From an optimization exercise on the open Yosys and OpenROAD flow, aimed at small area; shortcuts taken in it are not production practice.
Function was checked by simulation only, so behaviour that the tests miss may differ from the original.
Power is estimated from default activity; no workload was simulated.

## design/flow/design.v

```verilog
`timescale 1ns / 1ps
module clk_div_disp(
    input clk,
    input rst,
    output slow_tick,
    output time_tick
    );
    reg [13:0] t;
    assign time_tick = ((t ^ 14'b10011000101010) & 14'b11111101111101) == 14'd0;
    always @(posedge clk) begin
        if (rst)
            t <= 14'b11101001100001;
        else if (time_tick)
            t <= 14'd0;
        else
            t <= {~t[12:0], t[0] ^ t[13]};
    end
    reg [10:0] s;
    assign slow_tick = ((s ^ 11'b11000000000) & 11'b01111111111) == 11'd0;
    always @(posedge clk) begin
        if (rst)
            s <= 11'b01010100110;
        else if (slow_tick)
            s <= 11'd0;
        else
            s <= {~s[9:0], ~(s[1] ^ s[10])};
    end
endmodule
`timescale 1ns / 1ps
module hexto7segment(
    input [3:0] x,
    output reg [6:0] r
    );
    always @(*)
        case(x)
            4'b0000: r = 7'b0000001;
            4'b0001: r = 7'b1001111;
            4'b0010: r = 7'b0010010;
            4'b0011: r = 7'b0000110;
            4'b0100: r = 7'b1001100;
            4'b0101: r = 7'b0100100;
            4'b0110: r = 7'b0100000;
            4'b0111: r = 7'b0001111;
            4'b1000: r = 7'b0000000;
            4'b1001: r = 7'b0000100;
            default: r = 7'b1111111;
        endcase
endmodule
`timescale 1ns / 1ps
module stopwatch(
    input clk,
    input rst,    
    input en,     
    input toggle,
    input reset,
    input [1:0] mode,
    input [7:0] sw,
    output reg [3:0] reg_d0,  
    output reg [3:0] reg_d1,  
    output reg [3:0] reg_d2,  
    output reg [3:0] reg_d3   
    );
    reg toggle_ff;
    reg ss;
    reg finish;
    reg idle;
    wire up  = ~mode[1];    
    wire lsw = mode[0];     
    wire cnt = ~ss & ~finish;
    wire m0 = up ? (reg_d0 == 4'd9) : (reg_d0 == 4'd0);
    wire m1 = up ? (reg_d1 == 4'd9) : (reg_d1 == 4'd0);
    wire m2 = up ? (reg_d2 == 4'd9) : (reg_d2 == 4'd0);
    wire m3 = up ? (reg_d3 == 4'd9) : (reg_d3 == 4'd0);
    wire last = m0 & m1 & m2 & m3;    
    wire c0 = cnt & ~last;
    wire c1 = c0 & m0;
    wire c2 = c1 & m1;
    wire c3 = c2 & m2;
    wire ld0  = ss & reset & ~mode[1] & ~mode[0];
    wire ld9  = ss & reset & mode[1] & ~mode[0];
    wire ldsw = ss & lsw & (up ? (reset | idle) : (~reset & idle));
    wire clrf = ss & up & (reset | (lsw & idle));
    function [3:0] step(input [3:0] d, input m, input u);
        step = m ? (u ? 4'd0 : 4'd9) : (u ? d + 4'd1 : d - 4'd1);
    endfunction
    always @(posedge clk) begin
        if (rst) begin
            toggle_ff <= 1'b0;
            ss <= 1'b1;
            finish <= 1'b0;
            idle <= 1'b1;
            reg_d0 <= 4'd0;
            reg_d1 <= 4'd0;
            reg_d2 <= 4'd0;
            reg_d3 <= 4'd0;
        end
        else if (en) begin
            toggle_ff <= toggle;
            if (toggle_ff && !toggle)
                ss <= ~ss;
            if (cnt & last)
                finish <= 1'b1;
            else if (clrf)
                finish <= 1'b0;
            if (lsw) begin
                if (ss & reset)
                    idle <= 1'b1;
                else if (cnt)
                    idle <= 1'b0;
            end
            if (ld0) begin
                reg_d0 <= 4'd0;
                reg_d1 <= 4'd0;
                reg_d2 <= 4'd0;
                reg_d3 <= 4'd0;
            end
            else if (ld9) begin
                reg_d0 <= 4'd9;
                reg_d1 <= 4'd9;
                reg_d2 <= 4'd9;
                reg_d3 <= 4'd9;
            end
            else if (ldsw) begin
                reg_d0 <= 4'd0;
                reg_d1 <= 4'd0;
                reg_d2 <= sw[3:0];
                reg_d3 <= sw[7:4];
            end
            else begin
                if (c0) reg_d0 <= step(reg_d0, m0, up);
                if (c1) reg_d1 <= step(reg_d1, m1, up);
                if (c2) reg_d2 <= step(reg_d2, m2, up);
                if (c3) reg_d3 <= step(reg_d3, m3, up);
            end
        end
    end
endmodule
`timescale 1ns / 1ps
module time_fsm(
    input clk,
    input rst,
    input en,
    input reset,
    input [3:0] d0,
    input [3:0] d1,
    input [3:0] d2,
    input [3:0] d3,
    output dp,
    output [3:0] an,
    output [6:0] sseg
    );
    reg [1:0] state;
    reg [3:0] x;
    always @(*)
        case (state)
            2'b00: x = d0;
            2'b01: x = d1;
            2'b10: x = d2;
            default: x = d3;
        endcase
    hexto7segment dec (.x(x), .r(sseg));
    assign an = ~(4'b0001 << state);
    assign dp = ~(state == 2'b10);
    always @(posedge clk) begin
        if (rst || reset)
            state <= 2'b00;
        else if (en)
            state <= state + 2'b01;
    end
endmodule
`timescale 1ns / 1ps
module time_multiplex_main(
    input clk,
    input rst,
    input toggle,
    input reset,
    input [7:0] sw,
    input [1:0] mode,
    output dp,
    output [3:0] an,
    output [6:0] sseg
    );
    wire slow_tick;
    wire time_tick;
    wire [3:0] reg_d0, reg_d1, reg_d2, reg_d3;
    clk_div_disp clock (.clk(clk), .rst(rst), .slow_tick(slow_tick), .time_tick(time_tick));
    stopwatch stopwatch_a (
        .clk(clk),
        .rst(rst),
        .en(time_tick),
        .toggle(toggle),
        .reset(reset),
        .mode(mode),
        .sw(sw),
        .reg_d0(reg_d0),
        .reg_d1(reg_d1),
        .reg_d2(reg_d2),
        .reg_d3(reg_d3));
    time_fsm c6 (
        .clk(clk),
        .rst(rst),
        .en(slow_tick),
        .reset(reset),
        .d0(reg_d0),
        .d1(reg_d1),
        .d2(reg_d2),
        .d3(reg_d3),
        .dp(dp),
        .an(an),
        .sseg(sseg));
endmodule
```

## design/flow/config.mk

```make
export PLATFORM = sky130hd
export DESIGN_NAME = time_multiplex_main
export DESIGN_NICKNAME = time_multiplex_main
export VERILOG_FILES = /design/flow/design.v
export SDC_FILE = /design/flow/constraint.sdc
export NUM_CORES = 4
export LEC_CHECK = 0
export ABC_AREA = 1
export CAP_MARGIN = 20
export CORE_MARGIN = 2
export CORE_UTILIZATION = 40
export SLEW_MARGIN = 20
```

## design/flow/constraint.sdc

```tcl
create_clock -name core_clock -period 10.0 [get_ports {clk}]
set_input_delay 2.0000 -clock core_clock [delete_from_list [all_inputs] [get_ports {clk}]]
set_output_delay 2.0000 -clock core_clock [all_outputs]
set_load 0.01 [all_outputs]
```

## design/flow/run.sh

```bash
#!/bin/bash
# synth_recipe.tcl (not shown) runs the flow's synth.tcl, then flattens the netlist and writes it again
# the make line also repeats each setting of config.mk as NAME=value (left out here)
make -C /OpenROAD-flow-scripts/flow DESIGN_CONFIG=/design/flow/config.mk WORK_HOME=/design/flow/orfs CLKGATE_MAP_FILE= SYNTH_SCRIPT=/design/flow/synth_recipe.tcl finish
```

==> flow_metrics.env <==
export IMPL_status="complete, no violations"
export IMPL_yosys_cell_count_top_type="nand2_1"
export IMPL_regArea_um2=940.9
export IMPL_yosys_top_cells_area="dfxtp_1 (33%), nand2_1 (8.9%), ha_1 (8.3%)"
export IMPL_drv_cap=0
export IMPL_slew_headroom=0.3455
export IMPL_p_per_area_mw_per_mm2=109.3
export IMPL_nets=450
export IMPL_grt_start_max_net_pins=22
export IMPL_rsz0062_at_grt="false"
export IMPL_synth_compound_area_frac=0.1464
export IMPL_first_pass_iters=5
export IMPL_routed_wl_um=6595
export IMPL_vias_per_cell=4.873
export IMPL_crit_top_cell="inv_1"
export IMPL_syn_mean_instance_area_um2=7.416
export IMPL_clock_skew_ps=6.055
export IMPL_min_path_type="register to register"
export IMPL_final_setup_tns_ps=0
export IMPL_postPlaceCellArea_mm2=0.003203
export IMPL_hold_buffers=0
export IMPL_fillers=713
export IMPL_worst_path_buf_inv=4
export IMPL_dp_hpwl_um=4979
export IMPL_rows=30
export IMPL_hold_depth=1
export IMPL_maxSlewViolCount=0
export IMPL_fmax_mhz=205.0
export IMPL_coreArea_mm2=0.006869
export IMPL_tritoncts="built"
export IMPL_ys_ff_latch=47
export IMPL_hp_start="clock.t[1]"
export IMPL_cp_slowest_stage_delay_ps=570
export IMPL_synth_fa_ha_area_frac=0.1110
export IMPL_die_h_um=88.60
export IMPL_syn_inst=386
export IMPL_yosys_area_top_type="dfxtp_1"
export IMPL_synthMuxAreaShare=0
export IMPL_final_area_mm2=0.003297
export IMPL_synth_edf_count=0
export IMPL_layout_setup_ws_ps=5122
export IMPL_grt_pass1_vias=2360
export IMPL_root_buffer="clkbuf_8"
export IMPL_vias=2485
export IMPL_num_io_pins=26
export IMPL_startpoint_type="register"
export IMPL_crit_path_max_fanout=6
export IMPL_synth_distinct_cells=41
export IMPL_r2r_end="stopwatch_a.reg_d2[2]"
export IMPL_cts_sinks=47
export IMPL_power_leakage_nw=1.412
export IMPL_insertedDiodeCount=0
export IMPL_multi_input_area_mm2=0.001695
export IMPL_syn_to_final_growth_pct=15.17
export IMPL_ys_async_sr_fraction=0
export IMPL_cts_setup_buffers=0
export IMPL_cts_buffers=5
export IMPL_hold_viol_final=0
export IMPL_cts_max_level=2
export IMPL_synthXorXnorAreaFrac=0.03059
export IMPL_cts_resized=0
export IMPL_reg2reg_from="stopwatch_a.reg_d2[0]"
export IMPL_crit_type="register to output port"
export IMPL_grt_ovfl_total=0
export IMPL_place_ws_ps=5295
export IMPL_drive_gt1_frac=0.09662
export IMPL_dieArea_mm2=0.007850
export IMPL_crit_path_cell_trace="inv_1 > ha_1 > inv_1 > o22ai_1 > o22ai_1 > inv_1 > ha_1 > o21ai_0 > clkdlybuf4s50_1"
export IMPL_initial_utilization=0.4168
export IMPL_critPathArrivalTime_ps=2880
export IMPL_ctsLongestPathBuffers=2
export IMPL_synth_area_mm2=0.002863
export IMPL_track_usage=0.1868
export IMPL_crit_path_top_delay_cell="clkdlybuf4s50_1"
export IMPL_yosys_area_share_simple=0.3042
export IMPL_synth_ff_type="dfxtp_1"
export IMPL_r2r_setup_slack_ps=8240
export IMPL_finalCriticalPeriod_ps=4878
export IMPL_clk_pin_slew_ps=100
export IMPL_antenna_found_initial=0
export IMPL_io_buffers=25
export IMPL_yosysSeqAreaShare=0.3287
export IMPL_clk_latency_ps=310
export IMPL_die_w_um=88.60
export IMPL_grt_pass1_wl_um=11430
export IMPL_synth_nets=423
export IMPL_worstRegToRegCells=7
export IMPL_ir_drop_v=0.00008162
export IMPL_routedWlPerCell_um=12.93
export IMPL_first_iter_violations=165
export IMPL_required_ps=8000
export IMPL_cp_top_family="buffers and inverters"
export IMPL_tightest_slew_ps=978.6
export IMPL_synth_warning_count=4
export IMPL_setup_violations_final=0
export IMPL_drcViolationCount=0
export IMPL_critPathCaptureType="output port"
export IMPL_fin_crit_sh=0.4878
export IMPL_hold_end="clock.t[2]"
export IMPL_synth_top_family_by_area="simple AND/OR/NAND/NOR gates"
export IMPL_synth_commonest_cells="nand2_1 (68), dfxtp_1 (47), inv_1 (46), nor2_1 (46), o21ai_0 (30)"
export IMPL_synth_top_area_frac=0.3287
export IMPL_ant_nets=0
export IMPL_gp_congestion=0.9219
metal layers:
layer / up-vias / part of all wire / GRT usage / routed length (µm)
met5: - / 0 / 0 / 0
met3: 7 / 0.034 / 0.03545 / 226
li1: 1322 / - / - / -
met1: 1123 / 0.50 / 0.2645 / 3285
met2: 33 / 0.45 / 0.2912 / 2991
met4: 0 / 0.014 / 0.05372 / 91
worst max path at each step:
stage          cells past startpoint  slack [ps]               endpoint   startpoint
3_5_place_dp                       8        5300  stopwatch_a.reg_d2[2]      mode[1]
2_1_floorplan                      8        6130                sseg[5]  c6.state[0]
6_report                           9        5120                sseg[5]  c6.state[0]
4_1_cts                            9        5130                sseg[5]  c6.state[0]
5_1_grt                           10        4850                sseg[0]  c6.state[0]
3_3_place_gp                       8        5330  stopwatch_a.reg_d2[2]      mode[1]
worst reg2reg max path, cell delays in order (launching register included):
cell and delay [ps]:
dfxtp_1 440, inv_1 140, fa_1 420, xor2_1 170, nor2_1 110, a22o_1 140
o21ai_0 70, a21oi_1 190
through the flow:
step	util	std cells	power, mW	hold WS, ps
floorplan	-	386	0.2252	366.9
finish	0.4800	510	0.3602	385.9
detailed placement	0.4663	502	0.2382	371.7
CTS	0.4800	510	0.3638	388.0
global placement	0.4663	502	0.2383	370.0
global route	0.4800	510	0.3768	395.1
layout by cell type, fill, tap and decap left out, types with 4 or more instances in the layout:
cell type / Yosys / routed
nor3_1: 5 / 5
nand4_1: 5 / 5
inv_1: 46 / 46
inv_2: 4 / 4
a21oi_1: 21 / 21
nor2_1: 46 / 46
clkdlybuf4s50_1: 0 / 25
nand2_2: 5 / 5
o21ai_0: 30 / 30
o22ai_1: 6 / 6
dfxtp_1: 47 / 47
clkbuf_8: 0 / 5
nand2_1: 68 / 68
nand2_4: 7 / 7
fa_1: 4 / 4
nand3_1: 22 / 22
ha_1: 19 / 19
xor2_1: 7 / 7
nand3b_1: 4 / 4
nor2_2: 5 / 5
flip-flops by register name (all words and copies together) (netlist names):
signal / count
stopwatch_a.ss: 1
stopwatch_a.reg_d1: 4
stopwatch_a.reg_d0: 4
stopwatch_a.finish: 1
stopwatch_a.reg_d3: 4
c6.state: 2
stopwatch_a.idle: 1
stopwatch_a.toggle_ff: 1
stopwatch_a.reg_d2: 4
clock.s: 11
clock.t: 14
report_power, final:
part	total (mW)	internal [mW]	leakage (nW)	switching [mW]
Sequential	0.195	0.192	0.384	0.00290
Clock	0.126	0.0512	0.0452	0.0750
Combinational	0.0390	0.0146	0.982	0.0244
cells by family (layout without fill, tap and decap cells):
logic type	after synthesis	count (layout)
compound gates	72	72
fa+ha+maj	23	23
simple gates	178	178
xor+xnor	10	10
buf+inv	56	84
flops	47	47
final cells by class:
class | count | area share
Tap cell | 96 | 0.03643
Inverter | 51 | 0.05958
Multi-Input combinational cell | 283 | 0.5142
Sequential cell | 47 | 0.2854
Timing Repair Buffer | 25 | 0.07590
Clock buffer | 5 | 0.02087
Clock inverter | 3 | 0.007590

==> port drivers added, routing unchanged <==
In the flow no input, the clock included, has a driving cell. The finished layout below was timed again as built, in two steps. Step 1, drivers: a clkbuf_16 drives clk and a buf_2 each remaining input, both assumed. Step 2, shift: input delay + t, output delay - t, t = (earliest + latest rising clock arrival at the registers) / 2. This alone moves slack from input paths to output paths. a / b / c = ideal / step 1 / step 2; a / b = the first two.
t, ns: 0.335
slack for setup (ns): 5.122 / 5.093 / 5.265
worst setup path after step 2: input to register
clock arrival spread, ns: 0.006 / 0.006
After both steps setup and hold are still met in this run. The setup slack of this run moves by -0.029 ns with the drivers and by +0.143 ns with both steps.
